This design comes from an exercise in tuning for small area, a short achievable clock period and few clock cycles on the open sky130 flow, not from production work. Function was checked by simulation only, so behaviour that the tests miss may differ from the original. No driver is modelled on the clock port, so clock power and skew are understated where the tree is cut down; a real chip needs a root buffer or a tree. Power and IR drop assume default switching activity.

## v39
// S_Axi_Lite
module S_Axi_Lite #(
    parameter integer P_S_AXI_DATA_WIDTH = 32,
    parameter integer P_S_AXI_ADDR_WIDTH = 4
)
(
    input  wire                                S_AXI_ACLK,
    input  wire                                S_AXI_ARESETN,
    input  wire [P_S_AXI_ADDR_WIDTH-1 : 0]     S_AXI_AWADDR,
    input  wire [2 : 0]                        S_AXI_AWPROT,
    input  wire                                S_AXI_AWVALID,
    output wire                                S_AXI_AWREADY,
    input  wire [P_S_AXI_DATA_WIDTH-1 : 0]     S_AXI_WDATA,
    input  wire [(P_S_AXI_DATA_WIDTH/8)-1 : 0] S_AXI_WSTRB,
    input  wire                                S_AXI_WVALID,
    output wire                                S_AXI_WREADY,
    output wire [1 : 0]                        S_AXI_BRESP,
    output wire                                S_AXI_BVALID,
    input  wire                                S_AXI_BREADY,
    input  wire [P_S_AXI_ADDR_WIDTH-1 : 0]     S_AXI_ARADDR,
    input  wire [2 : 0]                        S_AXI_ARPROT,
    input  wire                                S_AXI_ARVALID,
    output wire                                S_AXI_ARREADY,
    output wire [P_S_AXI_DATA_WIDTH-1 : 0]     S_AXI_RDATA,
    output wire [1 : 0]                        S_AXI_RRESP,
    output wire                                S_AXI_RVALID,
    input  wire                                S_AXI_RREADY
);
Size: roughly 98 I/O pins.
==> flow/config.mk <==
export PLATFORM = sky130hd
export DESIGN_NAME = S_Axi_Lite
export DESIGN_NICKNAME = S_Axi_Lite
export VERILOG_FILES = /design/flow/design.v
export SDC_FILE = /design/flow/constraint.sdc
export NUM_CORES = 4
export LEC_CHECK = 0
export CAP_MARGIN = 20
export CORE_MARGIN = 2
export CORE_UTILIZATION = 65
export SETUP_SLACK_MARGIN = 2.45
export SLEW_MARGIN = 20
==> flow/constraint.sdc <==
create_clock -name core_clock -period 4.0 [get_ports {S_AXI_ACLK}]
set_input_delay 0.8000 -clock core_clock [delete_from_list [all_inputs] [get_ports {S_AXI_ACLK}]]
set_output_delay 0.8000 -clock core_clock [all_outputs]
set_load 0.01 [all_outputs]
standard.sh (not shown) runs the stock make flow with config.mk's settings and CLKGATE_MAP_FILE= SYNTH_SCRIPT=/design/flow/synth_recipe.tcl, a recipe that flattens the netlist after the stock synthesis.
==> flow/flow/run.sh <==
#!/bin/bash
# Own layout flow: the standard synthesis (standard.sh synth, unchanged),
# then the gates between the registers re-mapped for area (remap.sh; registers
# untouched, equivalence checked), then the standard layout steps with
# minimum-size port buffers and a balanced two-level clock tree: the clock
# port drives four buf_16, each driving two buf_12, each feeding an equal
# share of the registers, split by recursive bisection (mytree.tcl).
set -euo pipefail
W=$PWD
F=$W/flow
R=$W/orfs/results/sky130hd/S_Axi_Lite/base
mkdir -p "$W/remap"
bash standard.sh synth > "$W/synth.log" 2>&1
cp "$R/1_2_yosys.v" "$W/remap/std_synth.v"
bash "$F/remap.sh" "$W/remap/std_synth.v" "$W/remap/remapped.v" "$W/remap" > "$W/remap.log" 2>&1
cp "$W/remap/remapped.v" "$R/1_2_yosys.v"
rm -f "$R/1_synth.odb" "$R/1_synth.sdc"
export BUFFER_PORTS_ARGS="-buffer_cell sky130_fd_sc_hd__buf_1"
export PRE_CTS_TCL="$F/pre_cts.tcl"
bash standard.sh > "$W/layout.log" 2>&1
Other scripts of this flow, unchanged in this note and not shown: flow/flow/mytree.tcl, flow/flow/pre_cts.tcl, flow/flow/remap.sh, flow/flow/scripts.abc
Testbench counts of v39, summed over its fixed seeds: cycles 784.
Setup changes, v39 to v37
- swapping 65 for 55 in CORE_UTILIZATION
[summary]
v37 vs v39, cell with the largest stage delay on the worst path: sky130_fd_sc_hd__dfxtp_4 vs sky130_fd_sc_hd__dfxtp_1. Summary of v37 over v39: placement-stage worst setup slack decreased by 0.29 ns relative to the old numbers; setup slack went up 0.0066 ns. Power after layout essentially unchanged between v37 and v39. Worst setup path startpoint: r_wready$_SDFF_PN0_ -> v39, r_awready$_SDFF_PN1_ -> v37. As far as clock skew is concerned, v39 and v37 perform about the same.
In every run of this note, the design's own scripts or RTL, not TritonCTS, make the clock network.

========
## run B
The RTL this note starts from:
==> flow/design.v <==
module S_Axi_Lite #(
    parameter integer P_S_AXI_DATA_WIDTH = 32,
    parameter integer P_S_AXI_ADDR_WIDTH = 4
)
(
    input  wire                                S_AXI_ACLK,
    input  wire                                S_AXI_ARESETN,
    input  wire [P_S_AXI_ADDR_WIDTH-1 : 0]     S_AXI_AWADDR,
    input  wire [2 : 0]                        S_AXI_AWPROT,
    input  wire                                S_AXI_AWVALID,
    output wire                                S_AXI_AWREADY,
    input  wire [P_S_AXI_DATA_WIDTH-1 : 0]     S_AXI_WDATA,
    input  wire [(P_S_AXI_DATA_WIDTH/8)-1 : 0] S_AXI_WSTRB,
    input  wire                                S_AXI_WVALID,
    output wire                                S_AXI_WREADY,
    output wire [1 : 0]                        S_AXI_BRESP,
    output wire                                S_AXI_BVALID,
    input  wire                                S_AXI_BREADY,
    input  wire [P_S_AXI_ADDR_WIDTH-1 : 0]     S_AXI_ARADDR,
    input  wire [2 : 0]                        S_AXI_ARPROT,
    input  wire                                S_AXI_ARVALID,
    output wire                                S_AXI_ARREADY,
    output wire [P_S_AXI_DATA_WIDTH-1 : 0]     S_AXI_RDATA,
    output wire [1 : 0]                        S_AXI_RRESP,
    output wire                                S_AXI_RVALID,
    input  wire                                S_AXI_RREADY
);
localparam integer DW = P_S_AXI_DATA_WIDTH;
reg       wq_v0;
reg [1:0] wq_a0, wq_a1;
reg       r_bvalid, b2;
reg       r_awready, r_wready;
wire wq_v1 = ~r_awready;
wire aw_hs = S_AXI_AWVALID & r_awready;
wire w_hs  = S_AXI_WVALID  & r_wready;
wire b_hs  = r_bvalid      & S_AXI_BREADY;
wire wq_v0_n = wq_v1 | aw_hs | (wq_v0 & ~w_hs);
wire wq_v1_n = ~w_hs & (wq_v1 | (aw_hs & wq_v0));
wire b1_n    = b2 | w_hs | (r_bvalid & ~b_hs);
wire b2_n    = ~b_hs & (b2 | (r_bvalid & w_hs));
always @(posedge S_AXI_ACLK) begin
    if (~S_AXI_ARESETN) begin
        wq_v0     <= 1'b0;
        r_awready <= 1'b1;
        r_wready  <= 1'b0;
        r_bvalid  <= 1'b0;
        b2        <= 1'b0;
    end else begin
        wq_v0     <= wq_v0_n;
        r_awready <= ~wq_v1_n;
        r_wready  <= wq_v0_n & ~b2_n;
        r_bvalid  <= b1_n;
        b2        <= b2_n;
    end
end
always @(posedge S_AXI_ACLK) begin
    if (r_awready)
        wq_a1 <= S_AXI_AWADDR[1:0];
    if (~wq_v0 | w_hs)
        wq_a0 <= wq_v1 ? wq_a1 : S_AXI_AWADDR[1:0];
end
reg [DW-1:0] r_reg0, r_reg1, r_reg2, r_reg3;
reg [3:0]    rv;
wire [3:0] we = {4{w_hs}} & {wq_a0 == 2'd3, wq_a0 == 2'd2, wq_a0 == 2'd1, wq_a0 == 2'd0};
always @(posedge S_AXI_ACLK) begin
    if (~S_AXI_ARESETN)
        rv <= 4'd0;
    else
        rv <= rv | we;
end
always @(posedge S_AXI_ACLK) begin
    if (we[0]) r_reg0 <= S_AXI_WDATA;
    if (we[1]) r_reg1 <= S_AXI_WDATA;
    if (we[2]) r_reg2 <= S_AXI_WDATA;
    if (we[3]) r_reg3 <= S_AXI_WDATA;
end
reg       rq_v0;
reg [1:0] rq_a0, rq_a1;
reg       r_arready, r_rvalid;
reg [DW-1:0] r_rdata;
wire rq_v1 = ~r_arready;
wire ar_hs = S_AXI_ARVALID & r_arready;
wire r_adv = ~r_rvalid | S_AXI_RREADY;    
wire r_mv  = rq_v0 & r_adv;
wire rq_v0_n = rq_v1 | ar_hs | (rq_v0 & ~r_mv);
wire rq_v1_n = ~r_mv & (rq_v1 | (ar_hs & rq_v0));
always @(posedge S_AXI_ACLK) begin
    if (~S_AXI_ARESETN) begin
        rq_v0     <= 1'b0;
        r_arready <= 1'b1;
        r_rvalid  <= 1'b0;
    end else begin
        rq_v0     <= rq_v0_n;
        r_arready <= ~rq_v1_n;
        r_rvalid  <= r_mv | ~r_adv;
    end
end
always @(posedge S_AXI_ACLK) begin
    if (r_arready)
        rq_a1 <= S_AXI_ARADDR[1:0];
    if (~rq_v0 | r_mv)
        rq_a0 <= rq_v1 ? rq_a1 : S_AXI_ARADDR[1:0];
end
wire [3:0] rsel = rv & {rq_a0 == 2'd3, rq_a0 == 2'd2, rq_a0 == 2'd1, rq_a0 == 2'd0};
wire [3:0] rld  = rsel & {4{r_adv}};
wire       rhld = ~r_adv;
always @(posedge S_AXI_ACLK) begin
    r_rdata <= ({DW{rld[0]}} & r_reg0) | ({DW{rld[1]}} & r_reg1) |
               ({DW{rld[2]}} & r_reg2) | ({DW{rld[3]}} & r_reg3) |
               ({DW{rhld}}   & r_rdata);
end
assign S_AXI_AWREADY = r_awready;
assign S_AXI_WREADY  = r_wready;
assign S_AXI_BVALID  = r_bvalid;
assign S_AXI_BRESP   = 2'b00;
assign S_AXI_ARREADY = r_arready;
assign S_AXI_RVALID  = r_rvalid;
assign S_AXI_RDATA   = r_rdata;
assign S_AXI_RRESP   = 2'b00;
endmodule
Settings: LEC_CHECK=0, CAP_MARGIN=20, CORE_MARGIN=2, CORE_UTILIZATION=60, SETUP_SLACK_MARGIN=2.45, SLEW_MARGIN=20; clock period 4.0 ns.
==> flow/flow/run.sh <==
#!/bin/bash
# Own layout flow: the standard synthesis (standard.sh synth, unchanged),
# then the gates between the registers re-mapped for area (remap.sh; registers
# untouched, equivalence checked), then the standard layout steps with
# minimum-size port buffers and a clock tree of clkbuf_8 without dummy loads.
set -euo pipefail
W=$PWD
F=$W/flow
R=$W/orfs/results/sky130hd/S_Axi_Lite/base
mkdir -p "$W/remap"
bash standard.sh synth > "$W/synth.log" 2>&1
cp "$R/1_2_yosys.v" "$W/remap/std_synth.v"
bash "$F/remap.sh" "$W/remap/std_synth.v" "$W/remap/remapped.v" "$W/remap" > "$W/remap.log" 2>&1
cp "$W/remap/remapped.v" "$R/1_2_yosys.v"
rm -f "$R/1_synth.odb" "$R/1_synth.sdc"
export BUFFER_PORTS_ARGS="-buffer_cell sky130_fd_sc_hd__buf_1"
export CTS_ARGS="-sink_clustering_enable -repair_clock_nets -dont_use_dummy_load -root_buf sky130_fd_sc_hd__clkbuf_16 -buf_list sky130_fd_sc_hd__clkbuf_8"
bash standard.sh > "$W/layout.log" 2>&1
Other scripts of this flow, unchanged in this note and not shown: flow/flow/amap.abc, flow/flow/map_a.abc, flow/flow/remap.sh
Run B finished end to end and its layout was clean on timing, DRC and antenna.
Testbench counts of run B, summed over its fixed seeds: cycles 784.
### run B -> run G
# run B
export LEC_CHECK = 0
export CAP_MARGIN = 20
export CORE_MARGIN = 2
export CORE_UTILIZATION = 60
export SETUP_SLACK_MARGIN = 2.45
export SLEW_MARGIN = 20
create_clock -name core_clock -period 4.0 [get_ports {S_AXI_ACLK}]
# run G
export LEC_CHECK = 0
export CAP_MARGIN = 20
export CORE_MARGIN = 2
export CORE_UTILIZATION = 60
export SETUP_SLACK_MARGIN = 2.2
export SLEW_MARGIN = 20
create_clock -name core_clock -period 4.0 [get_ports {S_AXI_ACLK}]
diff --git a/flow/flow/run.sh b/flow/flow/run.sh
--- a/flow/flow/run.sh
+++ b/flow/flow/run.sh
@@ -17 +17 @@
-export CTS_ARGS="-sink_clustering_enable -repair_clock_nets -dont_use_dummy_load -root_buf sky130_fd_sc_hd__clkbuf_16 -buf_list sky130_fd_sc_hd__clkbuf_8"
+export CTS_ARGS="-sink_clustering_enable -repair_clock_nets -dont_use_dummy_load -sink_clustering_size 30 -buf_list sky130_fd_sc_hd__clkbuf_8"
==> results.txt <==
STATUS cell area after layout: run G wins against run B. On sequential power, run B tracks run G almost exactly. Re transition at the pin with the smallest max-transition slack: run B was higher than run G. Delta (run G minus run B): area of all sequential standard cells went down 46 µm², share of total power in combinational logic went down 1.8 points.

-- re-timing with driven ports --
The flow's constraints put no driver on any port. The routed layouts listed below were extracted and timed again, unchanged, in two steps. Step 1 (the two cells are an assumption about what drives the block):
set clk [get_ports {S_AXI_ACLK}]
set_driving_cell -lib_cell sky130_fd_sc_hd__clkbuf_16 $clk
set_driving_cell -lib_cell sky130_fd_sc_hd__buf_2 [delete_from_list [all_inputs] $clk]
Step 2 times the ports against the registers' clock, not the clock port: input delays grow and output delays shrink by t, the midpoint of the rising clock arrivals with the driver on. a / b / c = ideal ports / drivers / drivers and shift; a / b = the first two.
| run | t (ns) | setup slack, ns | clock arrival spread, ns | slew at the worst register clock pin (ns) |
|---|---|---|---|---|
| v39 | 0.338 | 2.468 / 2.359 / 2.241 | 0.013 / 0.012 | 0.09 / 0.09 |
| v37 | 0.339 | 2.474 / 2.363 / 2.253 | 0.014 / 0.014 | 0.09 / 0.09 |
| run B | 0.395 | 2.370 / 2.331 / 2.017 | 0.020 / 0.021 | 0.08 / 0.08 |
| run G | 0.457 | 2.236 / 2.200 / 1.864 | 0.020 / 0.021 | 0.08 / 0.08 |
After both steps setup and hold are still met in every run listed. For run G, which loses most, drivers alone change the setup slack by -0.036 ns; drivers and shift together by -0.372 ns.
